This design comes from an exercise in tuning for small area on the open sky130 flow, not from production work. Only simulation tests tie the RTL to the original design; equivalence was not proved. Power and IR drop assume default switching activity. No driver is modelled on the clock port, so clocking that relies on it looks cheaper here than on a real chip.

==> flow/design.v <==
`timescale 1ns/1ps
module uart_eeprom_demo #(
	parameter SYS_CLK_FRE = 50,
	parameter IIC_CLK_FRE = 400000,
	parameter BAUD_RATE	= 115200,
	parameter MAX_BYTE_NUM = 64,
	parameter [6:0] DEV_ADDR= {4'b1010, 3'b000},
	parameter REG_ADDR_SIZE = 2
)(
	input			clk,
	input			rst_n,
	output reg		ee_scl,
	input			ee_sda_i,
	output reg		ee_sda_o,
	output reg		ee_sda_oe,
	output reg	 	uart_txd,
	input wire 		uart_rxd
);
integer j;
reg        rx_state;
reg [8:0]  rx_cnt;
reg [3:0]  rx_bit;
reg [7:0]  rx_sh;
reg        rx_vld;
wire rx_half = (rx_cnt == 9'd216);
wire rx_full = (rx_cnt == 9'd433);
wire rx_done = rx_half && (rx_bit == 4'd9);
always @(posedge clk) begin
	if (!rst_n) rx_state <= 1'b0;
	else if (!rx_state) begin
		if (!uart_rxd) rx_state <= 1'b1;
	end
	else if (rx_done) rx_state <= 1'b0;
end
always @(posedge clk) begin
	if (!rst_n) rx_cnt <= 9'd0;
	else if (rx_state) rx_cnt <= rx_full ? 9'd0 : rx_cnt + 9'd1;
	else rx_cnt <= 9'd0;
end
always @(posedge clk) begin
	if (!rst_n) rx_bit <= 4'd0;
	else if (rx_state) begin
		if (rx_half) rx_bit <= rx_bit + 4'd1;
	end
	else rx_bit <= 4'd0;
end
always @(posedge clk)
	if (rx_state && rx_half && rx_bit != 4'd9) rx_sh <= {uart_rxd, rx_sh[7:1]};
always @(posedge clk) begin
	if (!rst_n) rx_vld <= 1'b0;
	else rx_vld <= rx_done;
end
reg rclr;
always @(posedge clk) begin
	if (!rst_n) rclr <= 1'b1;
	else if (rx_vld) rclr <= 1'b0;
end
wire s5_ee   = (S[5] == 8'hEE);
wire s4_c0   = (S[4][7:1] == 7'b1100000);
reg  [7:0] S [0:6];
reg  hf6;                                
always @(posedge clk) if (rx_vld || rclr) begin
	S[0] <= rx_vld ? rx_sh : 8'h00;
	for (j = 1; j < 7; j = j + 1) S[j] <= S[j-1];
	hf6  <= s5_ee && s4_c0 && !S[4][0];
end
wire hdr_any = !rclr && s5_ee && s4_c0;
wire hdr_wr  = hdr_any && !S[4][0];
wire hdr_rd  = hdr_any &&  S[4][0];
reg [7:0] RR [0:63];
reg [5:0] q;
always @(posedge clk) if (!rx_vld) q <= q - 6'd1;
wire [7:0] rtap = rclr ? 8'h00 : (q == 6'd2) ? S[6] : RR[0];
always @(posedge clk) begin
	for (j = 0; j < 63; j = j + 1) RR[j] <= RR[j+1];
	RR[63] <= rtap;
end
reg  tap_ee;
always @(posedge clk) tap_ee <= (rtap == 8'hEE);
wire tap_pair = tap_ee && (rtap == 8'hC0);
reg [7:0]  wns;
reg [15:0] waddr;
always @(posedge clk) if (hdr_wr) begin
	waddr <= {S[2], S[1]};
	wns   <= S[0] - 8'd1;
end
reg fA;
always @(posedge clk) if (q == wns[5:0]) fA <= tap_pair;
wire pA = (wns[5:0] == 6'd0) ? (s5_ee && s4_c0 && !S[4][0]) :
          (wns[5:0] == 6'd1) ? hf6 : fA;
wire v1 = (wns[7:6] == 2'd0) && pA;
wire [7:0] bm1 = rx_sh - 8'd1;
reg fB;
always @(posedge clk) if (q == bm1[5:0]) fB <= tap_pair;
wire pB = (rx_sh == 8'd1) ? (s5_ee && s4_c0 && !S[4][0]) :
          (rx_sh == 8'd2) ? hf6 : fB;
wire v2 = (bm1[7:6] == 2'd0) && pB;
reg v2r, rx_vld_d, ee_wr_req;
wire relatch = rx_vld_d && hdr_wr;      
always @(posedge clk) begin
	rx_vld_d <= rx_vld;
	if (rx_vld) v2r <= v2;
end
always @(posedge clk) begin
	if (!rst_n) ee_wr_req <= 1'b0;
	else if (rx_vld) ee_wr_req <= v1;
	else if (relatch) ee_wr_req <= v2r;
end
reg wreq_d0, wreq_d1, wbusy_d0, wbusy_d1;
wire wr_byte_busy;
always @(posedge clk) begin
	wreq_d0  <= ee_wr_req;
	wreq_d1  <= wreq_d0;
	wbusy_d0 <= wr_byte_busy;
	wbusy_d1 <= wbusy_d0;
end
localparam W_IDLE = 2'd0, W_REQ = 2'd1, W_WAIT = 2'd2;
reg [1:0] wstate;
always @(posedge clk) begin
	if (!rst_n) wstate <= W_IDLE;
	else case (wstate)
	W_IDLE: if (~wreq_d1 & wreq_d0) wstate <= W_REQ;
	W_REQ:  if (~wbusy_d1 & wbusy_d0) wstate <= W_WAIT;
	W_WAIT: if (wbusy_d1 & ~wbusy_d0) wstate <= W_IDLE;
	default: wstate <= W_IDLE;
	endcase
end
wire wr_byte_req = (wstate == W_REQ);
reg  wr_byte_rden;
reg [7:0] wcnt;
always @(posedge clk) begin
	if (!rst_n) wcnt <= 8'd0;
	else if (wstate == W_IDLE) wcnt <= 8'd0;
	else if (wr_byte_rden) wcnt <= wcnt + 8'd1;
end
wire [7:0] widx = wns - wcnt;
wire [7:0] rt16 = RR[16];
wire [7:0] rt32 = RR[32];
wire [7:0] rt48 = RR[48];
wire [5:0] p0 = q + 6'd4 - widx[5:0];
wire x0_at = (p0[3:0] == 4'd0);
wire x1_at = (p0[3:0] == 4'd15);
wire [1:0] xsel = p0[5:4] + {1'b0, x1_at};
reg  [7:0] xtap;
always @(*) begin
	case (xsel)
	2'd0: xtap = rtap;
	2'd1: xtap = rt16;
	2'd2: xtap = rt32;
	default: xtap = rt48;
	endcase
end
wire [5:0] py = q + 6'd5 - bm1[5:0] + wcnt[5:0];
wire [7:0] ytap = py[5] ? rt32 : rtap;
reg  [7:0] X0, X1, Y0;
always @(posedge clk) begin
	if (rx_vld || wr_byte_rden) X0 <= X1;
	else if (relatch) X0 <= Y0;
	else if (x0_at) X0 <= xtap;
	if (!rx_vld && !relatch && !wr_byte_rden && x1_at) X1 <= xtap;
	if (py[4:0] == 5'd0) Y0 <= ytap;
end
reg  [7:0] wdat;
always @(*) begin
	if (widx >= 8'd70) wdat = 8'h00;
	else if (widx < 8'd7) wdat = S[widx[2:0]];
	else wdat = X0;
end
reg [5:0]  rns;
reg [15:0] raddr;
always @(posedge clk) if (hdr_rd) begin
	raddr <= {S[2], S[1]};
	rns   <= S[0][5:0] - 6'd1;
end
reg rreq_d0, rreq_d1, rbusy_d0, rbusy_d1, txr_d0, txr_d1;
wire rd_byte_busy;
wire tx_ready;
always @(posedge clk) begin
	rreq_d0  <= hdr_rd;
	rreq_d1  <= rreq_d0;
	rbusy_d0 <= rd_byte_busy;
	rbusy_d1 <= rbusy_d0;
	txr_d0   <= tx_ready;
	txr_d1   <= txr_d0;
end
localparam E_IDLE = 3'd0, E_RREQ = 3'd1, E_RWAIT = 3'd2, E_TREQ = 3'd3, E_TWAIT = 3'd4, E_TDONE = 3'd5;
reg [2:0] estate;
reg [7:0] tbc;
wire tx_bytes_done = (tbc == {2'b00, rns});
always @(posedge clk) begin
	if (!rst_n) estate <= E_IDLE;
	else case (estate)
	E_IDLE:  if (~rreq_d1 & rreq_d0) estate <= E_RREQ;
	E_RREQ:  if (~rbusy_d1 & rbusy_d0) estate <= E_RWAIT;
	E_RWAIT: if (rbusy_d1 & ~rbusy_d0) estate <= E_TREQ;
	E_TREQ:  if (txr_d1 & ~txr_d0) estate <= E_TWAIT;
	E_TWAIT: if (~txr_d1 & txr_d0) estate <= E_TDONE;
	E_TDONE: estate <= tx_bytes_done ? E_IDLE : E_TREQ;
	default: estate <= E_IDLE;
	endcase
end
wire rd_byte_req = (estate == E_RREQ);
wire tx_req      = (estate == E_TREQ);
always @(posedge clk) begin
	if (!rst_n) tbc <= 8'd0;
	else if (estate == E_IDLE) tbc <= 8'd0;
	else if (estate == E_TDONE) tbc <= tbc + 8'd1;
end
reg [7:0] TR [0:63];
reg [5:0] tq;                            
reg       tpend;                         
reg       tclr;                          
reg [7:0] rd_bits;
reg       rd_vld;
wire tcommit = tpend && (tq == 6'd63);
always @(posedge clk) begin
	for (j = 0; j < 63; j = j + 1) TR[j] <= TR[j+1];
	TR[63] <= tclr ? 8'h00 : tcommit ? rd_bits : TR[0];
end
always @(posedge clk) begin
	if (rd_vld) tpend <= 1'b1;
	else if (tcommit) tpend <= 1'b0;
	if (!tcommit) tq <= tq - 6'd1;
end
always @(posedge clk) begin
	if (!rst_n) tclr <= 1'b1;
	else if (rd_vld) tclr <= 1'b0;
end
reg       tx_state;
reg [8:0] tx_cnt;
reg [3:0] tx_bit;
reg       tx_nz;                         
reg [5:0] tx_tgt;                        
reg       nb;                            
wire tx_cdone = (tx_cnt == 9'd433);
assign tx_ready = !tx_state;
wire tx_load = !tx_state && tx_req;
wire [7:0] tidx = {2'b00, rns} - tbc;
always @(posedge clk) begin
	if (!rst_n) tx_state <= 1'b0;
	else if (!tx_state) begin
		if (tx_req) tx_state <= 1'b1;
	end
	else if (tx_cdone && tx_bit == 4'd9) tx_state <= 1'b0;
end
always @(posedge clk) begin
	if (!rst_n) tx_cnt <= 9'd0;
	else if (tx_state) tx_cnt <= tx_cdone ? 9'd0 : tx_cnt + 9'd1;
	else tx_cnt <= 9'd0;
end
always @(posedge clk) begin
	if (!rst_n) tx_bit <= 4'd0;
	else if (tx_state) begin
		if (tx_cdone) tx_bit <= tx_bit + 4'd1;
	end
	else tx_bit <= 4'd0;
end
always @(posedge clk) begin
	if (tx_load) begin
		tx_nz  <= (tidx[7:6] == 2'd0);
		tx_tgt <= tq - tidx[5:0];
	end
	else tx_tgt <= tx_tgt - 6'd1;
	if (tx_tgt == 6'd1) nb <= tx_nz & TR[0][tx_bit[2:0]];
end
always @(posedge clk) begin
	if (!rst_n) uart_txd <= 1'b1;
	else if (!tx_state) uart_txd <= 1'b1;
	else if (tx_cnt == 9'd0)
		uart_txd <= (tx_bit == 4'd0) ? 1'b0 : (tx_bit == 4'd9) ? 1'b1 : nb;
end
reg [6:0] clk_cnt;
always @(posedge clk) begin
	if (!rst_n) clk_cnt <= 7'd0;
	else if (clk_cnt == 7'd124) clk_cnt <= 7'd0;
	else clk_cnt <= clk_cnt + 7'd1;
end
wire iic_clk_start = (clk_cnt == 7'd0);
wire iic_clk_mid   = (clk_cnt == 7'd61);
wire iic_clk_done  = (clk_cnt == 7'd124);
wire iic_clk_4_1   = (clk_cnt == 7'd30);
wire iic_clk_4_3   = (clk_cnt == 7'd92);
reg iic_clk;
always @(posedge clk) begin
	if (!rst_n) iic_clk <= 1'b0;
	else if (iic_clk_4_1) iic_clk <= 1'b1;
	else if (iic_clk_4_3) iic_clk <= 1'b0;
end
reg [3:0] bit_cnt;
reg [7:0] byte_cnt;
reg op_reading;
wire iic_byte_done     = iic_clk_done && (bit_cnt == 4'd8);
wire iic_wr_addr_done  = iic_byte_done && (byte_cnt == 8'd1);
wire iic_rd_bytes_done = iic_byte_done && (byte_cnt == {2'b00, rns});
wire iic_wr_bytes_done = iic_byte_done && (byte_cnt == {2'b00, wns[5:0]});
localparam S_IDLE = 4'd0, S_START = 4'd1, S_DEV_WADDR = 4'd2, S_REG_ADDR = 4'd3,
           S_WRITE_BYTE = 4'd4, S_RESTART = 4'd5, S_DEV_RADDR = 4'd6,
           S_READ_BYTE = 4'd7, S_STOP = 4'd8;
reg [3:0] c_state, n_state;
always @(posedge clk) begin
	if (!rst_n) c_state <= S_IDLE;
	else c_state <= n_state;
end
always @(*) begin
	if (!rst_n) n_state = S_IDLE;
	else begin
		case (c_state)
		S_IDLE:       n_state = (iic_clk_done && (wr_byte_req || rd_byte_req)) ? S_START : S_IDLE;
		S_START:      n_state = iic_clk_done ? S_DEV_WADDR : S_START;
		S_DEV_WADDR:  n_state = iic_byte_done ? S_REG_ADDR : S_DEV_WADDR;
		S_REG_ADDR:   n_state = iic_wr_addr_done ? (op_reading ? S_RESTART : S_WRITE_BYTE) : S_REG_ADDR;
		S_WRITE_BYTE: n_state = iic_wr_bytes_done ? S_STOP : S_WRITE_BYTE;
		S_RESTART:    n_state = iic_clk_done ? S_DEV_RADDR : S_RESTART;
		S_DEV_RADDR:  n_state = iic_byte_done ? S_READ_BYTE : S_DEV_RADDR;
		S_READ_BYTE:  n_state = iic_rd_bytes_done ? S_STOP : S_READ_BYTE;
		S_STOP:       n_state = iic_clk_done ? S_IDLE : S_STOP;
		default:      n_state = S_IDLE;
		endcase
	end
end
always @(posedge clk) begin
	if (c_state == S_IDLE && iic_clk_done) begin
		if (wr_byte_req) op_reading <= 1'b0;
		else if (rd_byte_req) op_reading <= 1'b1;
	end
end
reg [3:0] bit_cnt_nx;
always @(*) begin
	if (!rst_n) bit_cnt_nx = 4'd0;
	else if (c_state != n_state) bit_cnt_nx = 4'd0;
	else if (iic_clk_done) bit_cnt_nx = (bit_cnt == 4'd8) ? 4'd0 : bit_cnt + 4'd1;
	else bit_cnt_nx = bit_cnt;
end
always @(posedge clk) bit_cnt <= bit_cnt_nx;
reg wbit;
always @(posedge clk) wbit <= (bit_cnt_nx[3] == 1'b0) && wdat[3'd7 - bit_cnt_nx[2:0]];
always @(posedge clk) begin
	if (!rst_n) byte_cnt <= 8'd0;
	else if (c_state != n_state) byte_cnt <= 8'd0;
	else if (iic_byte_done) byte_cnt <= byte_cnt + 8'd1;
end
wire [8:0] dev_wr_addr_z = {DEV_ADDR, 1'b0, 1'b0};
wire [8:0] dev_rd_addr_z = {DEV_ADDR, 1'b1, 1'b0};
wire [7:0] reg_addr_byte = op_reading ? (byte_cnt[0] ? raddr[15:8] : raddr[7:0])
                                      : (byte_cnt[0] ? waddr[15:8] : waddr[7:0]);
wire [8:0] reg_addr_z = {reg_addr_byte, 1'b0};
wire [3:0] sel = 4'd8 - bit_cnt;
always @(posedge clk) begin
	if (!rst_n) ee_scl <= 1'b1;
	else case (c_state)
	S_IDLE:  ee_scl <= 1'b1;
	S_START: if (iic_clk_start) ee_scl <= 1'b1; else if (iic_clk_4_3) ee_scl <= 1'b0;
	S_STOP:  if (iic_clk_start) ee_scl <= 1'b0; else if (iic_clk_4_1) ee_scl <= 1'b1;
	default: ee_scl <= iic_clk;
	endcase
end
always @(posedge clk) begin
	if (!rst_n) ee_sda_o <= 1'b1;
	else case (c_state)
	S_IDLE:       ee_sda_o <= 1'b1;
	S_START:      if (iic_clk_start) ee_sda_o <= 1'b1; else if (iic_clk_4_1) ee_sda_o <= 1'b0;
	S_DEV_WADDR:  ee_sda_o <= dev_wr_addr_z[sel];
	S_REG_ADDR:   ee_sda_o <= reg_addr_z[sel];
	S_WRITE_BYTE: ee_sda_o <= wbit;
	S_RESTART:    if (iic_clk_start) ee_sda_o <= 1'b1; else if (iic_clk_mid) ee_sda_o <= 1'b0;
	S_DEV_RADDR:  ee_sda_o <= dev_rd_addr_z[sel];
	S_READ_BYTE:  ee_sda_o <= (bit_cnt == 4'd8) && (byte_cnt == {2'b00, rns});
	S_STOP:       if (iic_clk_start) ee_sda_o <= 1'b0; else if (iic_clk_4_3) ee_sda_o <= 1'b1;
	default:      ee_sda_o <= 1'b1;
	endcase
end
always @(*) begin
	if (c_state == S_READ_BYTE) ee_sda_oe = (bit_cnt == 4'd8);
	else ee_sda_oe = (bit_cnt != 4'd8);
end
always @(posedge clk)
	wr_byte_rden <= (c_state == S_WRITE_BYTE) && iic_clk_mid && (bit_cnt == 4'd8);
always @(posedge clk)
	if (c_state == S_READ_BYTE && iic_clk_mid && bit_cnt != 4'd8)
		rd_bits <= {rd_bits[6:0], ee_sda_i};
always @(posedge clk) begin
	if (!rst_n) rd_vld <= 1'b0;
	else rd_vld <= (c_state == S_READ_BYTE) && iic_clk_mid && (bit_cnt == 4'd8);
end
wire ee_busy = (c_state != S_IDLE);
assign rd_byte_busy = ee_busy & op_reading;
assign wr_byte_busy = ee_busy & ~op_reading;
endmodule
==> flow/run.sh <==
#!/bin/bash
# synth_recipe.tcl (not shown) runs the flow's synth.tcl, then flattens the netlist and writes it again
# the make line also repeats each setting of config.mk as NAME=value (left out here)
make -C /OpenROAD-flow-scripts/flow DESIGN_CONFIG=/design/flow/config.mk WORK_HOME=/design/flow/orfs CLKGATE_MAP_FILE= SYNTH_SCRIPT=/design/flow/synth_recipe.tcl finish
==> flow/config.mk <==
export PLATFORM = sky130hd
export DESIGN_NAME = uart_eeprom_demo
export DESIGN_NICKNAME = uart_eeprom_demo
export VERILOG_FILES = /design/flow/design.v
export SDC_FILE = /design/flow/constraint.sdc
export NUM_CORES = 4
export LEC_CHECK = 0
export CAP_MARGIN = 40
export CORE_MARGIN = 2
export CORE_UTILIZATION = 40
export CTS_BUF_LIST = sky130_fd_sc_hd__clkbuf_4
export CTS_CLUSTER_DIAMETER = 50
export CTS_CLUSTER_SIZE = 10
export SLEW_MARGIN = 40
==> flow/constraint.sdc <==
create_clock -name core_clock -period 20.0 [get_ports {clk}]
set_input_delay 4.0000 -clock core_clock [delete_from_list [all_inputs] [get_ports {clk}]]
set_output_delay 4.0000 -clock core_clock [all_outputs]
set_load 0.01 [all_outputs]
==> results.tsv, run 1 <==
stage	metric	value	unit
logic_synthesis	synth-main-ff-cell	dfxtp_1	
logic_synthesis	synthTopCellsByArea	dfxtp_1 66%, edfxtp_1 14%, ha_1 2.5%, xnor2_1 1.7%, mux4_2 1.6%	
sta	finalCriticalPeriod	6.96	ns
pwr	p_leak	14.5	nW
placed_design	hpwlAfterDp	33400	um
sta	fmax	144	MHz
global_route	first_global_vias	16400	
clocking	cts_tree	built	
clocking	cts.htree.levels	4	
layout	design_area	37600	um2
critical_path	critical-path-top-delay-family	buffers and inverters	
layout	fin_nets	2485	
sta	setup_violations	0	
layout	final_common_cell	dfxtp_1	
sta	finalCritPeriodShare	34.8	%
critical_path	cp_max_fo	11	
critical_path	worstSetupStartpointType	flop	
critical_path	worst_path_max_delay_cell	clkdlybuf4s50_1	
clocking	clock-sinks	1287	
routing	route.detailed.drc	0	
placed_design	place_inst	3389	
die	die_h	297	um
logic_synthesis	synth_top_area_cell	dfxtp_1	
critical_path	criticalPathCategory	flop to output pin	
global_route	antenna_found_initial	5	
critical_path	slowest_delay	0.55	ns
die	die_w	297	um
layout	syn_to_final_growth	9.52	%
clocking	cts_resized	0	
die	ios	8	
die	core_area	85000	um2
routing	via_count	16100	
sta	worst_slew_pin_slew	0.789	ns
hold_path	hold_path.class	flop to flop	
logic_synthesis	syn-cell-area	34300	um2
die	core.rowCount	107	
sta	finClkSkew	0.0622	ns
global_route	grt_max_degree	58	
logic_synthesis	avgSynthCellArea	15.1	um2
routing	drt-total-wl	52300	um
die	die_area	88100	um2
logic_synthesis	ys_warn_count	4	
global_route	global_route.usage.met3	3.69	%
routing	wl_per_cell	14.5	um
clocking	cts_root_buf	clkbuf_4	
critical_path	crit_chain	inv_1 > ha_1 > and3b_1 > xnor2_1 > clkdlybuf4s50_1	
global_route	grt_overflow	0	
logic_synthesis	synth_edf_count	161	
placed_design	gp_congestion	0.850	
critical_path	crit_arrival	2.96	ns
logic_synthesis	ys_ff_latch	1287	
logic_synthesis	synthArstFlopShare	0	%
clocking	clk_transition_reported_paths	0.11	ns
clocking	cts-buffers-inserted	155	
global_route	track_usage	12.2	%
routing	initialDrtViolationCount	833	
layout	stdcell_count	3609	
clocking	cts_buffer_depth	3	
clocking	cts.hold.buffers_added	0	
routing	antenna_left	0	
logic_synthesis	ys_seq_area_share	79.8	%
clocking	clkLatencyLatePin	1.01	ns
layout	final_util	44.2	%
pwr	worst_ir_drop_vdd	0.0561	mV
layout	mostFrequentLayoutCells	1,125 x dfxtp_1, 186 x clkbuf_4, 161 x edfxtp_1, 132 x nor2_1, 82 x inv_1	
critical_path	cp_data_required_time	16.00	ns
sta	final.setup.tns	0	ns
sta	final_hold_viol_count	0	
critical_path	crit_buf_inv	2	
logic_synthesis	yosysTopAreaCellShare	65.7	%
global_route	grt_first_pass_wirelength	85800	um
global_route	met2_usage	18.3	%
placed_design	port_buffers	7	
sta	maxSlewViolCount	0	
sta	rsz0062_at_grt	false	
layout	drive_gt1_share	11.7	%
logic_synthesis	synth_cells	2275	
routing	via_per_inst	4.46	
placed_design	placed_area	35700	um2
sta	relSlewSlack	47.4	%
global_route	met1_usage	16.4	%
logic_synthesis	syn_nets	2358	
clocking	cts_setup_buffers	0	
critical_path	crit_path_end_kind	output pin	
global_route	top_usage_layer	met2	
die	initial_utilization	40.3	%
status	status	no timing/DRC/antenna violations	
logic_synthesis	synth_cell_types	78	
pwr	power_density	113	nW/um2
routing	first_pass_iters	5	
run	drv_cap	0	
-- flip-flops by register name, indices dropped and copies added (netlist names), 9 cells and up --
register,count
S,56
TR,512
raddr,16
waddr,16
RR,512
tx_cnt,9
rx_cnt,9
-- synth_stat cells (12+ instances only) --
library cell     n
nor4_1          12
nand2b_1        15
nor3_1          33
and3_1          18
xnor2_1         68
nor2_1         133
mux4_2          25
and2_1          14
mux2i_1         42
nand2_1         72
ha_1            69
xor2_1          48
a21oi_1         46
nor2b_1         14
nand4_1         24
clkbuf_1        34
inv_1           82
o21ai_0         39
nand3_1         36
edfxtp_1       161
dfxtp_1       1126
a21o_1          13
-- per-layer routing --
metal,part of all wire [%],vias to the layer above
met5,0,-
met4,2.8,0
met3,5.3,110
met2,44,325
met1,48,7718
li1,-,7936
-- worst paths after layout --
path                            from                 to  slack [ns]  cells after the start
setup reg to reg    wns[0]$_DFFE_PP_    X0[6]$_DFFE_PP_       14.26                     19
hold reg to reg    RR[19][2]$_DFF_P_  RR[18][2]$_DFF_P_        0.28                      0
setup / recovery  bit_cnt[0]$_DFF_P_          ee_sda_oe       13.04                      5
hold / removal     RR[19][2]$_DFF_P_  RR[18][2]$_DFF_P_        0.28                      0
-- area by class of cell --
type | instances | area (um2)
fillers | 7508 | 47400
flip-flops and latches | 1287 | 27400
multi-input cells | 858 | 6470
well taps | 1144 | 1430
clock buffers | 186 | 1400
clock inverters | 32 | 435
inverters | 83 | 312
repair buffers | 17 | 143
diodes | 2 | 5.00
-- power by group --
| part | internal, W | switching (W) | leakage [nW] | total (W) |
|---|---|---|---|---|
| sequential | 0.00263 | 0.0000233 | 10.7 | 0.00266 |
| combinational | 0.000110 | 0.000129 | 2.71 | 0.000238 |
| clock | 0.000568 | 0.000782 | 1.07 | 0.00135 |
| total | 0.00331 | 0.000933 | 14.5 | 0.00424 |
-- through the flow --
stage	setup slack, ns	power (W)	hold WS [ns]
finish	13.04	0.00424	0.284
global route	12.78	0.00446	0.293
CTS	12.87	0.00433	0.286
detailed placement	13.25	0.00296	0.312
global placement	13.26	0.00294	0.309
floorplan	14.55	0.00289	0.310
-- cell families (layout without fill, tap and decap cells) --
family	count (synthesis)	after routing	synth area share, %
XOR/XNOR	116	116	2.96
adder cells (fa/ha/maj)	79	79	3.10
AND/OR/NAND/NOR	420	420	6.14
other	0	2	0
multiplexers	76	76	3.16
flip-flops	1287	1287	79.8
AO/OA/AOI/OAI	167	167	3.31
buffers and inverters	130	318	1.50
==> inputs of run 2 (changes only) <==
==> flow/flow/run.sh (new file) <==
#!/bin/bash
# Standard layout, with clock tree synthesis using small clock buffers,
# larger sink clusters and no dummy loads.
set -euo pipefail
export CTS_ARGS="-sink_clustering_enable -repair_clock_nets -buf_list sky130_fd_sc_hd__clkbuf_4 -sink_clustering_size 10 -sink_clustering_max_diameter 50 -dont_use_dummy_load"
bash standard.sh > standard_flow.log 2>&1
==> flow/standard.sh (new file) <==
#!/bin/bash
# synth_recipe.tcl (not shown) runs the flow's synth.tcl, then flattens the netlist and writes it again
# the make line also repeats each setting of config.mk as NAME=value (left out here)
make -C /OpenROAD-flow-scripts/flow DESIGN_CONFIG=/design/flow/config.mk WORK_HOME=/design/flow/orfs CLKGATE_MAP_FILE= SYNTH_SCRIPT=/design/flow/synth_recipe.tcl "${@:-finish}"
--- a/flow/config.mk
+++ b/flow/config.mk
@@ -8,7 +8,4 @@
 export CAP_MARGIN = 40
 export CORE_MARGIN = 2
 export CORE_UTILIZATION = 40
-export CTS_BUF_LIST = sky130_fd_sc_hd__clkbuf_4
-export CTS_CLUSTER_DIAMETER = 50
-export CTS_CLUSTER_SIZE = 10
 export SLEW_MARGIN = 40
removed: flow/run.sh
==> results.tsv, run 2 <==
stage	metric	value	unit	change
placed_design	port_buffers	7		unchanged
sta	timing.hold.ws	0.254	ns	-0.0307 ns
routing	via_count	16000		-0.70%
layout	fin_nets	2485		unchanged
die	die_w	297	um	unchanged
layout	syn_to_final_growth	7.57	%	
global_route	grt_max_degree	58		unchanged
global_route	track_usage	12.2	%	-0.039 points
routing	route.detailed.drc	0		unchanged
clocking	clock-sinks	1287		unchanged
routing	wl_per_cell	14.7	um	+1.5%
global_route	grt_overflow	0		unchanged
logic_synthesis	synthTopCellsByArea	dfxtp_1 66%, edfxtp_1 14%, ha_1 2.5%, xnor2_1 1.7%, mux4_2 1.6%		
clocking	cts.htree.levels	4		unchanged
layout	drive_gt1_share	9.63	%	-2.1 points
logic_synthesis	ys_ff_latch	1287		unchanged
logic_synthesis	synth_cell_types	78		unchanged
clocking	cts_root_buf	clkbuf_4		
critical_path	slowest_delay	0.55	ns	about the same
pwr	worst_ir_drop_vdd	0.0556	mV	-0.81%
die	core_area	85000	um2	unchanged
die	die_area	88100	um2	unchanged
pwr	power_density	108	nW/um2	-4.5%
critical_path	crit_chain	inv_1 > ha_1 > and3b_1 > xnor2_1 > clkdlybuf4s50_1		
critical_path	worst_path_max_delay_cell	clkdlybuf4s50_1		
global_route	antenna_found_initial	4		-1
placed_design	place_ws	13.25	ns	unchanged
clocking	cts_buffer_depth	3		unchanged
status	status	no timing/DRC/antenna violations		
die	core.rowCount	107		unchanged
clocking	cts_tree	built		
critical_path	crit_arrival	2.92	ns	-0.04 ns
sta	maxSlewViolCount	0		unchanged
logic_synthesis	synth_common_cells	1,126 x dfxtp_1, 161 x edfxtp_1, 133 x nor2_1, 82 x inv_1, 72 x nand2_1		
clocking	cts_resized	0		unchanged
clocking	clkLatencyLatePin	1.01	ns	about the same
layout	mostFrequentLayoutCells	1,125 x dfxtp_1, 161 x edfxtp_1, 155 x clkbuf_4, 132 x nor2_1, 82 x inv_1		
sta	finalCriticalPeriod	6.92	ns	-0.0396 ns
sta	setup_ws	13.08	ns	+0.0396 ns
logic_synthesis	syn_nets	2358		unchanged
routing	initialDrtViolationCount	764		-8.3%
clocking	cts.hold.buffers_added	0		unchanged
die	initial_utilization	40.3	%	unchanged
routing	drt-total-wl	52100	um	-0.33%
critical_path	critical-path-top-delay-family	buffers and inverters		
sta	worst_slew_pin_slew	0.796	ns	+0.00763 ns
routing	via_per_inst	4.51		+1.1%
die	ios	8		unchanged
clocking	cts-buffers-inserted	155		unchanged
hold_path	hold_path.class	flop to flop		
critical_path	cp_max_fo	11		unchanged
logic_synthesis	synth_cells	2275		unchanged
logic_synthesis	yosysTopAreaCellShare	65.7	%	unchanged
sta	relSlewSlack	46.9	%	-0.51 points
critical_path	cp_data_required_time	16.00	ns	about the same
layout	final_common_cell	dfxtp_1		
sta	rsz0062_at_grt	false		
die	die_h	297	um	unchanged
logic_synthesis	synth-main-ff-cell	dfxtp_1		
sta	final_hold_viol_count	0		unchanged
pwr	p_leak	14.2	nW	-2.4%
sta	finClkSkew	0.104	ns	+0.0422 ns
layout	top_regs	RR (512), TR (512), S (56)		
logic_synthesis	yosysMostFrequentCell	dfxtp_1		
sta	finalCritPeriodShare	34.6	%	-0.20 points
routing	first_pass_iters	5		unchanged
sta	setup_violations	0		unchanged
layout	final_util	43.4	%	-0.79 points
placed_design	hpwlAfterDp	33400	um	unchanged
critical_path	crit_buf_inv	2		unchanged
global_route	first_global_vias	16300		-0.65%
logic_synthesis	ys_warn_count	4		unchanged
clocking	clk_transition_reported_paths	0.09	ns	-0.02 ns
logic_synthesis	synth_top_area_cell	dfxtp_1		
logic_synthesis	avgSynthCellArea	15.1	um2	unchanged
critical_path	worstSetupStartpointType	flop		
logic_synthesis	synthArstFlopShare	0	%	unchanged
routing	antenna_left	0		unchanged
global_route	grt_first_pass_wirelength	85400	um	-0.40%
critical_path	criticalPathCategory	flop to output pin		
logic_synthesis	syn-cell-area	34300	um2	unchanged
clocking	cts_setup_buffers	0		unchanged
run	drv_cap	0		unchanged
sta	final.setup.tns	0	ns	unchanged
placed_design	gp_congestion	0.850		unchanged
logic_synthesis	synth_edf_count	161		unchanged
sta	fmax	144	MHz	+0.57%
critical_path	crit_path_end_kind	output pin		
logic_synthesis	ys_seq_area_share	79.8	%	unchanged
-- run 2: report_power, final --
group	switching [W]	total [W]	internal, W
registers	0.0000234	0.00266	0.00263
logic	0.000129	0.000238	0.000110
clock network	0.000728	0.00109	0.000357
total	0.000880	0.00398	0.00310
-- run 2: per-stage QoR --
step | cells | cell area, um2 | total power, W
after floorplan | 2275 | 34300 | 0.00289
after global placement | 3387 | 35700 | 0.00294
after detailed placement | 3389 | 35700 | 0.00296
after CTS | 3544 | 36900 | 0.00406
after global routing | 3545 | 36900 | 0.00419
final | 3545 | 36900 | 0.00398
-- run 2: final timing paths --
check                                         from                end  slack, ns  depth (start not counted)
worst max-delay path            bit_cnt[0]$_DFF_P_          ee_sda_oe      13.08                          5
worst min-delay path             RR[28][3]$_DFF_P_  RR[27][3]$_DFF_P_       0.25                          0
worst max register to register    wns[0]$_DFFE_PP_    X0[7]$_DFFE_PP_      14.25                         19
worst min register to register   RR[28][3]$_DFF_P_  RR[27][3]$_DFF_P_       0.25                          0
-- run 2: cell families (layout without fill, tap and decap cells) --
group           count (synthesis)  after routing  synth area share, %
flops                        1287           1287                 79.8
simple gates                  420            420                 6.14
compound gates                167            167                 3.31
buf+inv                       130            255                 1.50
xor+xnor                      116            116                 2.96
fa+ha+maj                      79             79                 3.10
mux                            76             76                 3.16
other cells                     0              1                    0
-- run 2: layout make-up --
| class | count | area (um2) |
|---|---|---|
| antenna | 1 | 2.50 |
| clock buffer | 155 | 1160 |
| fill | 7530 | 48100 |
| inverter | 83 | 312 |
| multi-input combinational | 858 | 6470 |
| sequential | 1287 | 27400 |
| tap | 1144 | 1430 |
| timing repair buffer | 17 | 143 |
-- run 2: worst reg2reg max path, stage by stage, from the launching register on --
cell and delay [ns]:
edfxtp_1 0.50, inv_1 0.10, ha_1 0.19, inv_1 0.06, fa_1 0.92, inv_1 0.38, ha_1 0.39, ha_1 0.18
inv_1 0.06, fa_1 0.41, xnor2_1 0.17, and3_1 0.19, ha_1 0.21, xor2_1 0.17, xnor2_1 0.22, xnor2_1 0.15
xnor2_2 0.53, mux4_2 0.43, mux2i_1 0.13, o21ai_0 0.09
-- run 2: per-layer routing --
layer | vias up | part of all wire, % | global-route usage (%)
li1 | 7868 | - | -
met1 | 7663 | 48 | 16.3
met2 | 328 | 43 | 18.2
met3 | 118 | 5.3 | 3.78
met4 | 0 | 3.0 | 5.49
met5 | - | 0 | 0
==> inputs of run 3 (changes only) <==
--- a/flow/design.v
+++ b/flow/design.v
@@ -22,8 +22,9 @@
 reg [3:0]  rx_bit;
 reg [7:0]  rx_sh;
 reg        rx_vld;
-wire rx_half = (rx_cnt == 9'd216);
-wire rx_full = (rx_cnt == 9'd433);
+wire [8:0] rx_cnt_inc = {rx_cnt[7:0], ~(rx_cnt[8] ^ rx_cnt[4])};
+wire rx_half = (rx_cnt == 9'h026);       
+wire rx_full = (rx_cnt == 9'h0b6);       
 wire rx_done = rx_half && (rx_bit == 4'd9);
 always @(posedge clk) begin
 	if (!rst_n) rx_state <= 1'b0;
@@ -34,7 +35,7 @@
 end
 always @(posedge clk) begin
 	if (!rst_n) rx_cnt <= 9'd0;
-	else if (rx_state) rx_cnt <= rx_full ? 9'd0 : rx_cnt + 9'd1;
+	else if (rx_state) rx_cnt <= rx_full ? 9'd0 : rx_cnt_inc;
 	else rx_cnt <= 9'd0;
 end
 always @(posedge clk) begin
@@ -232,7 +233,8 @@
 reg       tx_nz;                         
 reg [5:0] tx_tgt;                        
 reg       nb;                            
-wire tx_cdone = (tx_cnt == 9'd433);
+wire tx_cdone = (tx_cnt == 9'h0b6);      
+wire [8:0] tx_cnt_inc = {tx_cnt[7:0], ~(tx_cnt[8] ^ tx_cnt[4])};
 assign tx_ready = !tx_state;
 wire tx_load = !tx_state && tx_req;
 wire [7:0] tidx = {2'b00, rns} - tbc;
@@ -245,7 +247,7 @@
 end
 always @(posedge clk) begin
 	if (!rst_n) tx_cnt <= 9'd0;
-	else if (tx_state) tx_cnt <= tx_cdone ? 9'd0 : tx_cnt + 9'd1;
+	else if (tx_state) tx_cnt <= tx_cdone ? 9'd0 : tx_cnt_inc;
 	else tx_cnt <= 9'd0;
 end
 always @(posedge clk) begin
@@ -272,14 +274,14 @@
 reg [6:0] clk_cnt;
 always @(posedge clk) begin
 	if (!rst_n) clk_cnt <= 7'd0;
-	else if (clk_cnt == 7'd124) clk_cnt <= 7'd0;
-	else clk_cnt <= clk_cnt + 7'd1;
+	else if (clk_cnt == 7'h50) clk_cnt <= 7'd0;
+	else clk_cnt <= {clk_cnt[5:0], ~(clk_cnt[6] ^ clk_cnt[5])};
 end
-wire iic_clk_start = (clk_cnt == 7'd0);
-wire iic_clk_mid   = (clk_cnt == 7'd61);
-wire iic_clk_done  = (clk_cnt == 7'd124);
-wire iic_clk_4_1   = (clk_cnt == 7'd30);
-wire iic_clk_4_3   = (clk_cnt == 7'd92);
+wire iic_clk_start = (clk_cnt == 7'h00);    
+wire iic_clk_mid   = (clk_cnt == 7'h5e);    
+wire iic_clk_done  = (clk_cnt == 7'h50);    
+wire iic_clk_4_1   = (clk_cnt == 7'h43);    
+wire iic_clk_4_3   = (clk_cnt == 7'h13);    
 reg iic_clk;
 always @(posedge clk) begin
 	if (!rst_n) iic_clk <= 1'b0;
--- a/flow/config.mk
+++ b/flow/config.mk
@@ -7,5 +7,5 @@
 export LEC_CHECK = 0
 export CAP_MARGIN = 40
 export CORE_MARGIN = 2
-export CORE_UTILIZATION = 40
+export CORE_UTILIZATION = 65
 export SLEW_MARGIN = 40
==> results.tsv, run 3 <==
stage	metric	value	unit	change
critical_path	criticalPathCategory	flop to output pin		
global_route	grt_max_degree	49		-16%
die	core.rowCount	83		-22%
placed_design	placed_area	34700	um2	-2.8%
logic_synthesis	synthArstFlopShare	0	%	unchanged
routing	drt-total-wl	50800	um	-2.5%
logic_synthesis	synth_edf_count	161		unchanged
hold_path	holdPathStages	0		unchanged
critical_path	worst_path_max_delay_cell	clkdlybuf4s50_1		
logic_synthesis	synth_cell_types	82		+5.1%
status	status	no timing/DRC/antenna violations		
logic_synthesis	synth_common_cells	1,126 x dfxtp_1, 161 x edfxtp_1, 113 x nor2_1, 83 x inv_1, 74 x nand2_1		
routing	dr_wl_met2	22700	um	+0.65%
critical_path	crit_buf_inv	2		unchanged
routing	antenna_left	0		unchanged
run	drv_cap	0		unchanged
sta	rsz0062_at_grt	false		
routing	dr_wl_met3	2190	um	-21%
critical_path	crit_path_end_kind	output pin		
hold_path	hold_start	RR[42][6]$_DFF_P_		
die	die_w	232	um	-22%
die	core_area	51400	um2	-40%
sta	relSlewSlack	46.7	%	-0.25 points
logic_synthesis	syn_nets	2312		-2.0%
placed_design	hpwlAfterDp	33200	um	-0.75%
logic_synthesis	avgSynthCellArea	15.1	um2	+0.39%
routing	via_per_inst	5.14		+14%
clocking	cts_buffer_depth	3		unchanged
logic_synthesis	synth-simple-area-share	5.98	%	-0.16 points
sta	setup_violations	0		unchanged
clocking	clk_transition_reported_paths	0.09	ns	about the same
die	initial_utilization	65.9	%	+26 points
logic_synthesis	synth_top_family_by_area	simple AND/OR/NAND/NOR gates		
global_route	grt_overflow	0		unchanged
layout	syn_to_final_growth	5.86	%	
layout	design_area	35900	um2	-2.8%
logic_synthesis	synthXorXnorAreaFrac	2.51	%	-0.46 points
placed_design	port_buffers	7		unchanged
routing	wl_per_cell	16.7	um	+14%
critical_path	crit_chain	clkinv_1 > ha_1 > and3b_1 > xnor2_1 > clkdlybuf4s50_1		
routing	drt-met1-wl	24300	um	-3.2%
routing	top_layer	met4		
routing	via_count	15600		-2.1%
sta	finalCritPeriodShare	34.9	%	+0.26 points
die	ios	8		unchanged
critical_path	slowest_delay	0.58	ns	+0.03 ns
sta	final_hold_viol_count	0		unchanged
sta	finClkSkew	0.0868	ns	-0.0176 ns
sta	final.setup.tns	0	ns	unchanged
logic_synthesis	synthTopCellsByArea	dfxtp_1 67%, edfxtp_1 14%, ha_1 2.2%, xnor2_1 1.3%, mux2i_1 1.3%		
critical_path	cp_max_fo	7		-4
layout	drive_gt1_share	9.21	%	-0.42 points
logic_synthesis	yosysMostFrequentCell	dfxtp_1		
sta	worst_slew_pin_slew	0.800	ns	+0.00381 ns
sta	finalCriticalPeriod	6.97	ns	+0.0519 ns
logic_synthesis	synthAdderAreaFrac	2.77	%	-0.33 points
sta	maxSlewViolCount	0		unchanged
logic_synthesis	ys_ff_latch	1287		unchanged
critical_path	rr_worst_depth	19		unchanged
clocking	cts_resized	0		unchanged
clocking	cts_setup_buffers	0		unchanged
layout	mostFrequentLayoutCells	1,125 x dfxtp_1, 161 x edfxtp_1, 148 x clkbuf_4, 109 x nor2_1, 83 x inv_1		
clocking	cts-buffers-inserted	148		-4.5%
global_route	first_global_vias	15700		-3.8%
layout	top_regs	RR (512), TR (512), S (56)		
routing	route.detailed.drc	0		unchanged
pwr	power_density	110	nW/um2	+1.7%
layout	fin_nets	2432		-2.1%
logic_synthesis	ys_seq_area_share	80.8	%	+0.97 points
logic_synthesis	synth-main-ff-cell	dfxtp_1		
global_route	track_usage	20.0	%	+7.8 points
placed_design	gp_congestion	0.882		+3.8%
critical_path	crit_arrival	2.97	ns	+0.05 ns
logic_synthesis	synth_compound_area_share	3.72	%	+0.41 points
routing	first_pass_iters	8		+3
critical_path	regToRegEndpoint	X0[6]$_DFFE_PP_		
critical_path	worstSetupStartpointType	flop		
critical_path	cp_data_required_time	16.00	ns	about the same
sta	fmax	143	MHz	-0.74%
layout	final_common_cell	dfxtp_1		
logic_synthesis	synth_top_area_cell	dfxtp_1		
clocking	clock-sinks	1287		unchanged
die	die_area	54000	um2	-39%
die	die_h	232	um	-22%
clocking	cts_tree	built		
global_route	grt_first_pass_wirelength	82800	um	-3.0%
critical_path	r2r_start	wns[0]$_DFFE_PP_		
logic_synthesis	synth_cells	2239		-1.6%
critical_path	critical-path-top-delay-family	buffers and inverters		
clocking	cts.hold.buffers_added	0		unchanged
critical_path	r2r_slack	14.54	ns	+0.29 ns
logic_synthesis	syn-cell-area	33900	um2	-1.2%
hold_path	hold_path.class	flop to flop		
pwr	p_leak	14.1	nW	-0.66%
clocking	cts_root_buf	clkbuf_4		
global_route	antenna_found_initial	3		-1
pwr	worst_ir_drop_vdd	0.0850	mV	+53%
logic_synthesis	yosysTopAreaCellShare	66.5	%	+0.80 points
routing	initialDrtViolationCount	919		+20%
clocking	cts.htree.levels	4		unchanged
hold_path	holdPathEnd	RR[41][6]$_DFF_P_		
logic_synthesis	ys_warn_count	4		unchanged
clocking	clkLatencyLatePin	0.97	ns	-0.04 ns
logic_synthesis	synth.area.mux_share	2.77	%	-0.40 points
-- run 3: how the worst max path moves through the flow --
stage,cells past startpoint,from,slack (ns),to
after global placement,11,rst_n,13.13,wbit$_DFF_P_
final,5,bit_cnt[0]$_DFF_P_,13.03,ee_sda_oe
after global routing,5,bit_cnt[0]$_DFF_P_,12.80,ee_sda_oe
after CTS,5,bit_cnt[0]$_DFF_P_,12.92,ee_sda_oe
after floorplan,9,rst_n,14.28,wbit$_DFF_P_
after detailed placement,11,rst_n,13.04,wbit$_DFF_P_
-- run 3: cell type report --
class                      instances  area [um2]
sequential                      1287       27400
fill                            3464       15500
multi-input combinational        822        6080
clock buffer                     148        1110
tap                              680         851
inverter                          86         323
timing repair buffer              14         126
antenna                            2        5.00
-- run 3: kinds of logic (layout without fill, tap and decap cells) --
group,count (synthesis),count (layout)
flops,1287,1287
simple gates,398,398
compound gates,188,188
buf+inv,130,248
xor+xnor,97,97
mux,70,70
fa+ha+maj,69,69
other cells,0,2
-- run 3: power by group --
group | total [W] | leakage [nW] | switching, W | internal (W)
registers | 0.00266 | 10.7 | 0.0000232 | 0.00263
logic | 0.000231 | 2.65 | 0.000127 | 0.000104
clock network | 0.00105 | 0.681 | 0.000708 | 0.000342
-- run 3: metal layers --
metal / global-route usage, % / up-vias
li1: - / 7722
met1: 27.7 / 7500
met2: 30.1 / 312
met3: 4.87 / 100
met4: 8.97 / 0
met5: 0 / -
-- run 3: stage by stage --
| step | worst slack (ns) | power [W] | utilization, % | hold WS (ns) | cells |
|---|---|---|---|---|---|
| 6_report | 13.03 | 0.00394 | 69.8 | 0.266 | 3039 |
| 5_1_grt | 12.80 | 0.00411 | 69.8 | 0.245 | 3039 |
| 4_1_cts | 12.92 | 0.00399 | 69.7 | 0.240 | 3036 |
| 3_5_place_dp | 13.04 | 0.00295 | 67.6 | 0.312 | 2888 |
| 3_3_place_gp | 13.13 | 0.00293 | 67.5 | 0.310 | 2888 |
| 2_1_floorplan | 14.28 | 0.00288 | - | 0.310 | 2239 |
==> inputs of run 4 (changes only) <==
==> flow/flow/run.sh (replaced) <==
#!/bin/bash
# Standard layout, with clock tree synthesis using small clock buffers,
# larger sink clusters and no dummy loads.
set -euo pipefail
export CTS_ARGS="-sink_clustering_enable -repair_clock_nets -buf_list sky130_fd_sc_hd__clkbuf_4 -root_buf sky130_fd_sc_hd__clkbuf_4 -sink_clustering_buffer sky130_fd_sc_hd__clkbuf_16 -sink_clustering_size 36 -sink_clustering_max_diameter 70 -dont_use_dummy_load"
bash standard.sh > standard_flow.log 2>&1
==> results.tsv, run 4 <==
stage	metric	value	unit	change
logic_synthesis	ys_warn_count	4		unchanged
routing	initialDrtViolationCount	970		+5.5%
die	core_area	51400	um2	unchanged
sta	relSlewSlack	46.6	%	-0.050 points
logic_synthesis	avgSynthCellArea	15.1	um2	unchanged
logic_synthesis	synth-main-ff-cell	dfxtp_1		
critical_path	slowest_delay	0.57	ns	about the same
die	die_h	232	um	unchanged
global_route	grt_overflow	0		unchanged
layout	syn_to_final_growth	5.78	%	about the same
clocking	cts_tree	built		
logic_synthesis	yosysMostFrequentCell	dfxtp_1		
logic_synthesis	synth_cells	2239		unchanged
die	ios	8		unchanged
logic_synthesis	syn_nets	2312		unchanged
logic_synthesis	synth_cell_types	82		unchanged
pwr	power_density	110	nW/um2	+0.44%
layout	fin_nets	2331		-4.2%
critical_path	crit_path_end_kind	output pin		
routing	via_count	15100		-3.7%
sta	worst_slew_pin_slew	0.801	ns	+0.000756 ns
global_route	track_usage	19.9	%	-0.12 points
pwr	worst_ir_drop_vdd	0.107	mV	+25%
pwr	p_leak	13.9	nW	-0.99%
layout	drive_gt1_share	5.10	%	-4.1 points
critical_path	cp_data_required_time	16.00	ns	about the same
critical_path	crit_chain	clkinv_1 > ha_1 > and3b_1 > xnor2_1 > clkdlybuf4s50_1		
routing	drt-total-wl	51700	um	+1.9%
logic_synthesis	synth_top_area_cell	dfxtp_1		
clocking	cts_resized	0		unchanged
placed_design	hpwlAfterDp	33200	um	unchanged
critical_path	worst_path_max_delay_cell	clkdlybuf4s50_1		
status	status	no timing/DRC/antenna violations		
critical_path	criticalPathCategory	flop to output pin		
critical_path	critical-path-top-delay-family	buffers and inverters		
routing	first_pass_iters	5		-3
clocking	clk_transition_reported_paths	0.12	ns	+0.03 ns
die	core.rowCount	83		unchanged
layout	mostFrequentLayoutCells	1,125 x dfxtp_1, 161 x edfxtp_1, 110 x nor2_1, 83 x inv_1, 73 x nand2_1		
critical_path	worstSetupStartpointType	flop		
logic_synthesis	ys_ff_latch	1287		unchanged
placed_design	place_ws	13.04	ns	unchanged
critical_path	cp_max_fo	7		unchanged
hold_path	hold_path.class	flop to flop		
sta	setup_violations	0		unchanged
sta	setup_ws	13.06	ns	+0.0282 ns
die	die_w	232	um	unchanged
sta	finalCritPeriodShare	34.7	%	-0.14 points
sta	rsz0062_at_grt	false		
clocking	cts_root_buf	clkbuf_4		
routing	wl_per_cell	17.6	um	+5.4%
logic_synthesis	synth_edf_count	161		unchanged
clocking	cts-buffers-inserted	47		-68%
sta	final.setup.tns	0	ns	unchanged
placed_design	placed_area	34700	um2	unchanged
global_route	grt_first_pass_wirelength	83200	um	+0.49%
die	die_area	54000	um2	unchanged
critical_path	r2r_slack	14.55	ns	about the same
global_route	antenna_found_initial	2		-1
critical_path	regToRegEndpoint	X0[6]$_DFFE_PP_		
sta	fmax	144	MHz	+0.41%
critical_path	rr_worst_depth	19		unchanged
placed_design	gp_congestion	0.882		unchanged
layout	stdcell_count	2938		-3.3%
clocking	cts_setup_buffers	0		unchanged
logic_synthesis	syn-cell-area	33900	um2	unchanged
clocking	clock-sinks	1287		unchanged
layout	design_area	35800	um2	about the same
sta	timing.hold.ws	0.255	ns	-0.0112 ns
logic_synthesis	ys_seq_area_share	80.8	%	unchanged
hold_path	hold_start	TR[62][4]$_DFF_P_		
sta	final_hold_viol_count	0		unchanged
layout	final_common_cell	dfxtp_1		
clocking	clkLatencyLatePin	0.98	ns	about the same
logic_synthesis	synthTopCellsByArea	dfxtp_1 67%, edfxtp_1 14%, ha_1 2.2%, xnor2_1 1.3%, mux2i_1 1.3%		
logic_synthesis	yosysTopAreaCellShare	66.5	%	unchanged
clocking	cts.hold.buffers_added	0		unchanged
critical_path	r2r_start	wns[0]$_DFFE_PP_		
hold_path	holdPathEnd	TR[61][4]$_DFF_P_		
logic_synthesis	synthArstFlopShare	0	%	unchanged
global_route	grt_max_degree	49		unchanged
routing	antenna_left	0		unchanged
routing	route.detailed.drc	0		unchanged
clocking	cts_buffer_depth	3		unchanged
critical_path	crit_buf_inv	2		unchanged
critical_path	cp.depth	5		unchanged
sta	finalCriticalPeriod	6.94	ns	-0.0282 ns
placed_design	place_inst	2888		unchanged
logic_synthesis	synth_common_cells	1,126 x dfxtp_1, 161 x edfxtp_1, 113 x nor2_1, 83 x inv_1, 74 x nand2_1		
sta	maxSlewViolCount	0		unchanged
clocking	cts.htree.levels	2		-2
hold_path	holdPathStages	0		unchanged
die	initial_utilization	65.9	%	unchanged
sta	finClkSkew	0.122	ns	+0.0355 ns
run	drv_cap	0		unchanged
global_route	first_global_vias	15000		-4.1%
placed_design	port_buffers	7		unchanged
critical_path	crit_arrival	2.94	ns	-0.03 ns
routing	via_per_inst	5.13		-0.35%
layout	top_regs	RR (512), TR (512), S (56)		
## run 4: power breakdown
part,leakage [nW],internal [W],switching (W),total [W]
clock network,0.541,0.000382,0.000681,0.00106
logic,2.65,0.000104,0.000127,0.000231
registers,10.7,0.00263,0.0000230,0.00266
## run 4: worst max path at each step
stage                             from      endpoint  slack, ns
finish              bit_cnt[0]$_DFF_P_     ee_sda_oe      13.06
global route        bit_cnt[0]$_DFF_P_     ee_sda_oe      12.85
CTS                 bit_cnt[0]$_DFF_P_     ee_sda_oe      12.97
detailed placement               rst_n  wbit$_DFF_P_      13.04
global placement                 rst_n  wbit$_DFF_P_      13.13
floorplan                        rst_n  wbit$_DFF_P_      14.28
## run 4: stage by stage
step	utilization (%)	power, W
2_1_floorplan	-	0.00288
3_3_place_gp	67.5	0.00293
3_5_place_dp	67.6	0.00295
4_1_cts	69.7	0.00398
5_1_grt	69.7	0.00409
6_report	69.7	0.00395
## run 4: logic make-up (layout without fill, tap and decap cells)
logic type      count (synthesis)  in the layout  share of synthesized area (%)
xor+xnor                       97             97                           2.51
other cells                     0              2                              0
mux                            70             70                           2.77
fa+ha+maj                      69             69                           2.77
compound gates                188            188                           3.72
simple gates                  398            398                           5.98
buf+inv                       130            147                           1.47
flops                        1287           1287                           80.8
## run 4: layout make-up
cell class | instances | area (um2)
sequential | 1287 | 27400
fill | 3345 | 15600
multi-input combinational | 822 | 6080
clock buffer | 47 | 1090
tap | 680 | 851
inverter | 86 | 323
timing repair buffer | 14 | 126
antenna | 2 | 5.00
## run 4: layer usage
layer | GRT usage (%) | wire [um] | vias to the layer above
met5 | 0 | 0 | -
met1 | 28.4 | 25100 | 7303
met2 | 31.6 | 23600 | 193
li1 | - | - | 7486
met3 | 2.97 | 1520 | 80
met4 | 6.05 | 1520 | 0
==> inputs of run 5 (changes only) <==
==> flow/flow/run.sh (replaced) <==
#!/bin/bash
# Standard layout, with clock tree synthesis using small clock buffers,
# larger sink clusters and no dummy loads.
set -euo pipefail
export CTS_ARGS="-sink_clustering_enable -repair_clock_nets -buf_list sky130_fd_sc_hd__clkbuf_4 -root_buf sky130_fd_sc_hd__clkbuf_4 -sink_clustering_buffer sky130_fd_sc_hd__clkbuf_8 -sink_clustering_size 20 -sink_clustering_max_diameter 60 -dont_use_dummy_load"
bash standard.sh > standard_flow.log 2>&1
==> results.tsv, run 5 <==
stage	metric	value	unit	change
status	status	no timing/DRC/antenna violations		
routing	wl_per_cell	16.9	um	-3.9%
hold_path	holdPathStages	0		unchanged
critical_path	crit_arrival	2.81	ns	-0.13 ns
layout	final_common_cell	dfxtp_1		
placed_design	place_inst	2888		unchanged
clocking	cts-buffers-inserted	78		+66%
clocking	clock-sinks	1287		unchanged
die	die_area	54000	um2	unchanged
logic_synthesis	synthAdderAreaFrac	2.77	%	unchanged
sta	finalCritPeriodShare	34.0	%	-0.68 points
die	ios	8		unchanged
placed_design	gp_congestion	0.882		unchanged
layout	drive_gt1_share	6.38	%	+1.3 points
clocking	cts.hold.buffers_added	0		unchanged
logic_synthesis	syn_nets	2312		unchanged
routing	antenna_left	0		unchanged
global_route	grt_first_pass_wirelength	81100	um	-2.5%
sta	final_hold_viol_count	0		unchanged
sta	setup_violations	0		unchanged
critical_path	worst_path_max_delay_cell	clkdlybuf4s50_1		
clocking	cts.htree.levels	3		+1
logic_synthesis	avgSynthCellArea	15.1	um2	unchanged
logic_synthesis	synthXorXnorAreaFrac	2.51	%	unchanged
critical_path	crit_path_end_kind	output pin		
routing	via_count	15200		+0.74%
sta	final.setup.tns	0	ns	unchanged
logic_synthesis	ys_seq_area_share	80.8	%	unchanged
critical_path	criticalPathCategory	flop to output pin		
sta	maxSlewViolCount	0		unchanged
sta	worst_slew_pin_slew	0.822	ns	+0.0207 ns
routing	via_per_inst	5.11		-0.31%
logic_synthesis	synth_cells	2239		unchanged
logic_synthesis	synth_common_cells	1,126 x dfxtp_1, 161 x edfxtp_1, 113 x nor2_1, 83 x inv_1, 74 x nand2_1		
hold_path	hold_path.class	flop to flop		
clocking	cts_setup_buffers	0		unchanged
clocking	cts_resized	0		unchanged
pwr	worst_ir_drop_vdd	0.0898	mV	-16%
die	core_area	51400	um2	unchanged
die	die_w	232	um	unchanged
sta	rsz0062_at_grt	false		
pwr	power_density	109	nW/um2	-1.1%
layout	fillerInstances	3437		+2.8%
logic_synthesis	ys_ff_latch	1287		unchanged
logic_synthesis	synth_compound_area_share	3.72	%	unchanged
routing	initialDrtViolationCount	967		-0.31%
logic_synthesis	synth_top_family_by_area	simple AND/OR/NAND/NOR gates		
routing	route.detailed.drc	0		unchanged
logic_synthesis	synthTopCellsByArea	dfxtp_1 67%, edfxtp_1 14%, ha_1 2.2%, xnor2_1 1.3%, mux2i_1 1.3%		
layout	stdcell_count	2969		+1.1%
logic_synthesis	synth_edf_count	161		unchanged
global_route	track_usage	19.4	%	-0.44 points
logic_synthesis	yosysTopAreaCellShare	66.5	%	unchanged
placed_design	hpwlAfterDp	33200	um	unchanged
logic_synthesis	synth-simple-area-share	5.98	%	unchanged
layout	top_regs	RR (512), TR (512), S (56)		
global_route	grt_overflow	0		unchanged
layout	fin_nets	2362		+1.3%
logic_synthesis	syn-cell-area	33900	um2	unchanged
placed_design	port_buffers	7		unchanged
layout	final_util	69.6	%	-0.14 points
logic_synthesis	synth_top_area_cell	dfxtp_1		
clocking	cts_buffer_depth	3		unchanged
clocking	clkLatencyLatePin	0.88	ns	-0.10 ns
layout	syn_to_final_growth	5.57	%	
run	drv_cap	0		unchanged
clocking	clk_transition_reported_paths	0.11	ns	about the same
layout	mostFrequentLayoutCells	1,125 x dfxtp_1, 161 x edfxtp_1, 110 x nor2_1, 83 x inv_1, 73 x nand2_1		
logic_synthesis	yosysMostFrequentCell	dfxtp_1		
critical_path	worstSetupStartpointType	flop		
die	core.rowCount	83		unchanged
critical_path	slowest_delay	0.57	ns	about the same
routing	drt-total-wl	50200	um	-2.9%
global_route	grt_max_degree	49		unchanged
pwr	p_leak	13.9	nW	about the same
critical_path	cp_data_required_time	16.00	ns	about the same
clocking	cts_tree	built		
sta	fmax	147	MHz	+2.0%
logic_synthesis	synth_cell_types	82		unchanged
clocking	cts_root_buf	clkbuf_4		
logic_synthesis	ys_warn_count	4		unchanged
sta	finClkSkew	0.107	ns	-0.0154 ns
global_route	antenna_found_initial	2		unchanged
logic_synthesis	synth-main-ff-cell	dfxtp_1		
logic_synthesis	synth.area.mux_share	2.77	%	unchanged
logic_synthesis	synthArstFlopShare	0	%	unchanged
critical_path	rr_worst_depth	19		unchanged
sta	relSlewSlack	45.2	%	-1.4 points
global_route	first_global_vias	15000		-0.27%
critical_path	crit_chain	clkinv_1 > ha_1 > and3b_1 > xnor2_1 > clkdlybuf4s50_1		
routing	first_pass_iters	5		unchanged
die	die_h	232	um	unchanged
die	initial_utilization	65.9	%	unchanged
sta	finalCriticalPeriod	6.81	ns	-0.136 ns
critical_path	cp_max_fo	7		unchanged
[run 5: changes by cell type in the layout (fill, tap and decap cells not counted), sizes merged]
cell | before | now
clkbuf | 47 | 78
[run 5: path summary, 6_finish.rpt]
kind	to	slack [ns]	from
worst max-delay path	ee_sda_oe	13.19	bit_cnt[0]$_DFF_P_
worst min-delay path	TR[55][5]$_DFF_P_	0.23	TR[56][5]$_DFF_P_
worst max register to register	X0[6]$_DFFE_PP_	14.57	wns[0]$_DFFE_PP_
worst min register to register	TR[55][5]$_DFF_P_	0.23	TR[56][5]$_DFF_P_
[run 5: critical path, delay by kind of cell, from the launching register on]
kind,cells,cell delay [ns]
xor gates and xnor gates,1,0.22
buffers and inverters,2,0.83
and+or+nand+nor,1,0.24
adders and majority gates,1,0.31
DFF,1,0.43
[run 5: cell type report]
| class | instances | area, um2 | area share [%] |
|---|---|---|---|
| tap | 680 | 851 | 2.38 |
| timing repair buffer | 14 | 126 | 0.353 |
| antenna | 2 | 5.00 | 0.0140 |
| inverter | 86 | 323 | 0.902 |
| clock buffer | 78 | 1020 | 2.84 |
| sequential | 1287 | 27400 | 76.5 |
| multi-input combinational | 822 | 6080 | 17.0 |
[run 5: per-layer routing]
metal  global-route usage, %  vias up  wire [um]
met4                    8.19        0       1630
met5                       0        -          0
met2                    29.2      252      22100
li1                        -     7535          -
met1                    28.1     7303      24500
met3                    3.27       84       1950
[run 5: logic make-up (layout without fill, tap and decap cells)]
family | Yosys count | after routing
fa+ha+maj | 69 | 69
compound gates | 188 | 188
other cells | 0 | 2
xor+xnor | 97 | 97
flops | 1287 | 1287
buf+inv | 130 | 178
simple gates | 398 | 398
mux | 70 | 70
[run 5: stage by stage]
step | hold slack, ns | instance area (um2) | total power, W | setup WS, ns
after floorplan | 0.310 | 33900 | 0.00288 | 14.28
after global placement | 0.310 | 34700 | 0.00293 | 13.13
after detailed placement | 0.312 | 34700 | 0.00295 | 13.04
after CTS | 0.215 | 35700 | 0.00394 | 13.12
after global routing | 0.213 | 35800 | 0.00405 | 13.01
final | 0.233 | 35800 | 0.00390 | 13.19
[run 5: report_power, final]
group          internal, W  leakage (nW)  switching, W  total, W
clock network     0.000329         0.538      0.000684   0.00101
logic             0.000104          2.65      0.000126  0.000230
registers          0.00263          10.7     0.0000230   0.00266
==> inputs of run 6 (changes only) <==
==> flow/flow/run.sh (replaced) <==
#!/bin/bash
# Layout = the standard flow (standard.sh) with two changes:
#  1. synthesis maps the logic with an area-oriented ABC script
#     (flow/abc_area_map.script) in place of ORFS's abc_speed.script; the
#     rest of the synthesis (synth_recipe.tcl, registers, flatten, renames)
#     is unchanged;
#  2. clock tree synthesis uses small clock buffers, fixed sink clusters and
#     no dummy loads.
set -euo pipefail
here=$(pwd)
rm -rf "$here/scripts_area"
cp -r "$FLOW_HOME/scripts" "$here/scripts_area"
cp "$here/flow/abc_area_map.script" "$here/scripts_area/abc_speed.script"
sed "s|^make -C|make SCRIPTS_DIR=$here/scripts_area -C|" standard.sh > standard_area_synth.sh
bash standard_area_synth.sh synth > synth_flow.log 2>&1
export CTS_ARGS="-sink_clustering_enable -repair_clock_nets -buf_list sky130_fd_sc_hd__clkbuf_4 -root_buf sky130_fd_sc_hd__clkbuf_4 -sink_clustering_buffer sky130_fd_sc_hd__clkbuf_8 -sink_clustering_size 16 -sink_clustering_max_diameter 50 -dont_use_dummy_load"
bash standard.sh > standard_flow.log 2>&1
==> flow/flow/abc_area_map.script (new file) <==
strash
dc2
dch -f
amap
strash
dc2
dch -f
amap
==> results.tsv, run 6 <==
stage	metric	value	unit	change
layout	drive_gt1_share	4.88	%	-1.5 points
clocking	clk_transition_reported_paths	0.10	ns	about the same
critical_path	criticalPathCategory	input port to flop		
sta	finClkSkew	0.111	ns	+0.00360 ns
die	ios	8		unchanged
routing	initialDrtViolationCount	935		-3.3%
global_route	track_usage	20.1	%	+0.72 points
pwr	power	0.00409	W	+4.9%
pwr	worst_ir_drop_vdd	0.0898	mV	about the same
pwr	power_density	116	nW/um2	+6.0%
sta	setup_violations	0		unchanged
layout	top_regs	RR (512), TR (512), S (56)		
logic_synthesis	synth_top_area_cell	dfxtp_1		
run	drv_cap	0		unchanged
logic_synthesis	ys_warn_count	4		unchanged
die	die_h	230	um	-1.2%
clocking	cts_tree	built		
critical_path	cp_data_required_time	20.77	ns	+4.77 ns
pwr	p_leak	13.3	nW	-4.4%
routing	antenna_left	0		unchanged
logic_synthesis	ys_ff_latch	1287		unchanged
global_route	grt_max_degree	58		+18%
logic_synthesis	synthTopCellsByArea	dfxtp_1 68%, edfxtp_1 15%, ha_1 2.2%, clkinv_1 2.2%, nor2_1 1.5%		
clocking	cts.hold.buffers_added	0		unchanged
logic_synthesis	synthArstFlopShare	0	%	unchanged
routing	route.detailed.drc	0		unchanged
routing	drt-total-wl	51100	um	+1.7%
critical_path	crit_arrival	7.95	ns	+5.14 ns
die	die_w	230	um	-1.2%
sta	relSlewSlack	44.9	%	-0.34 points
routing	via_count	15800		+4.4%
clocking	cts_buffer_depth	3		unchanged
logic_synthesis	yosysTopAreaCellShare	68.2	%	+1.7 points
pwr	internal-power	0.00317	W	+3.5%
sta	final.setup.tns	0	ns	unchanged
routing	wl_per_cell	16.8	um	-1.0%
layout	final_common_cell	dfxtp_1		
sta	worst_slew_pin_slew	0.826	ns	+0.00398 ns
sta	finalCriticalPeriod	7.18	ns	+0.370 ns
clocking	cts_root_buf	clkbuf_4		
logic_synthesis	avgSynthCellArea	14.6	um2	-3.5%
status	status	no timing/DRC/antenna violations		
logic_synthesis	synth_common_cells	1,126 x dfxtp_1, 194 x clkinv_1, 161 x edfxtp_1, 131 x nor2_1, 110 x nand2_1		
sta	finalCritPeriodShare	35.9	%	+1.9 points
clocking	cts-buffers-inserted	98		+26%
critical_path	cp_max_fo	9		+2
global_route	antenna_found_initial	2		unchanged
layout	stdcell_count	3051		+2.8%
placed_design	place_inst	2949		+2.1%
routing	via_per_inst	5.19		+1.6%
layout	fin_nets	2451		+3.8%
sta	maxSlewViolCount	0		unchanged
logic_synthesis	synth_edf_count	161		unchanged
pwr	combPwrFrac	6.9	%	+1.0 points
logic_synthesis	synth_cell_types	50		-39%
pwr	pwr-share-clk	27.3	%	+1.3 points
clocking	cts_setup_buffers	0		unchanged
clocking	clkLatencyLatePin	0.93	ns	+0.05 ns
die	initial_utilization	65.9	%	about the same
logic_synthesis	synth_cells	2263		+1.1%
die	core.rowCount	82		-1.2%
layout	syn_to_final_growth	7.07	%	
global_route	first_global_vias	15900		+6.0%
routing	first_pass_iters	6		+1
pwr	switching_share	22.4	%	+1.0 points
clocking	cts.htree.levels	3		unchanged
logic_synthesis	syn-cell-area	33100	um2	-2.5%
logic_synthesis	ys_seq_area_share	82.8	%	+2.0 points
layout	mostFrequentLayoutCells	1,126 x dfxtp_1, 194 x clkinv_1, 161 x edfxtp_1, 130 x nor2_1, 109 x nand2_1		
die	die_area	52700	um2	-2.4%
sta	fmax	139	MHz	-5.2%
## run 6: path summary, 6_finish.rpt
path / from / endpoint / cells past startpoint
hold reg to reg: TR[56][3]$_DFF_P_ / TR[55][3]$_DFF_P_ / 0
setup / recovery: rst_n / wbit$_DFF_P_ / 14
hold / removal: TR[56][3]$_DFF_P_ / TR[55][3]$_DFF_P_ / 0
setup reg to reg: wns[0]$_DFFE_PP_ / X0[7]$_DFFE_PP_ / 23
## run 6: power by group through the flow
| stage | Combinational (W) | Clock (W) | Sequential (W) |
|---|---|---|---|
| global route | 0.000323 | 0.00125 | 0.00270 |
| detailed placement | 0.000275 | 0 | 0.00275 |
| finish | 0.000281 | 0.00112 | 0.00269 |
| global placement | 0.000257 | 0 | 0.00275 |
| floorplan | 0.000207 | 0 | 0.00274 |
| CTS | 0.000277 | 0.00116 | 0.00269 |
## run 6: critical path, cell delays in order
cell and delay (ns):
clkdlybuf4s50_1 0.67, clkinv_1 0.14, nor2_1 0.24, clkinv_1 0.13, a31oi_1 0.21, o21ai_0 0.11
nor4_1 0.49, clkinv_1 0.38, nor2_1 0.28, o221ai_1 0.36, clkinv_1 0.27, a221oi_1 0.12
or3_1 0.40, a31oi_1 0.15
## run 6: final cells by class
| type | count | area, um2 |
|---|---|---|
| flip-flops and latches | 1287 | 27400 |
| fillers | 3272 | 14800 |
| multi-input cells | 782 | 5020 |
| clock buffers | 98 | 1290 |
| well taps | 672 | 841 |
| inverters | 194 | 728 |
| repair buffers | 15 | 130 |
| diodes | 3 | 7.51 |
## run 6: metal layers
layer / routed length (um) / vias up / GRT usage [%]
li1: - / 7871 / -
met3: 2250 / 107 / 4.02
met1: 24300 / 7528 / 28.3
met5: 0 / - / 0
met2: 23200 / 343 / 31.6
met4: 1350 / 0 / 7.08
## run 6: metrics by stage
stage | hold slack [ns] | setup slack, ns | area (um2) | utilization, %
6_report | 0.271 | 12.82 | 35400 | 70.5
5_1_grt | 0.267 | 12.53 | 35400 | 70.5
4_1_cts | 0.276 | 12.99 | 35400 | 70.5
3_5_place_dp | 0.312 | 12.06 | 34100 | 67.9
3_3_place_gp | 0.310 | 12.24 | 34000 | 67.8
2_1_floorplan | 0.310 | 13.33 | 33100 | -
## run 6: cell families (layout without fill, tap and decap cells)
logic type | after synthesis | count (layout) | synth area share (%)
DFF | 1287 | 1287 | 82.8
and+or+nand+nor | 381 | 381 | 5.17
AOI/OAI and AO/OA | 329 | 329 | 6.90
buffers and inverters | 194 | 307 | 2.20
adders and majority gates | 69 | 69 | 2.84
xor gates and xnor gates | 3 | 3 | 0.0795
other | 0 | 3 | 0

Re-timed with assumed drivers on the ports (clkbuf_16 on the clock, buf_2 on other inputs), run 6 has 12.845 ns of setup slack against 12.822 ns with ideal ports, and 11.936 ns once port delays also move by the mid clock arrival of 0.909 ns.
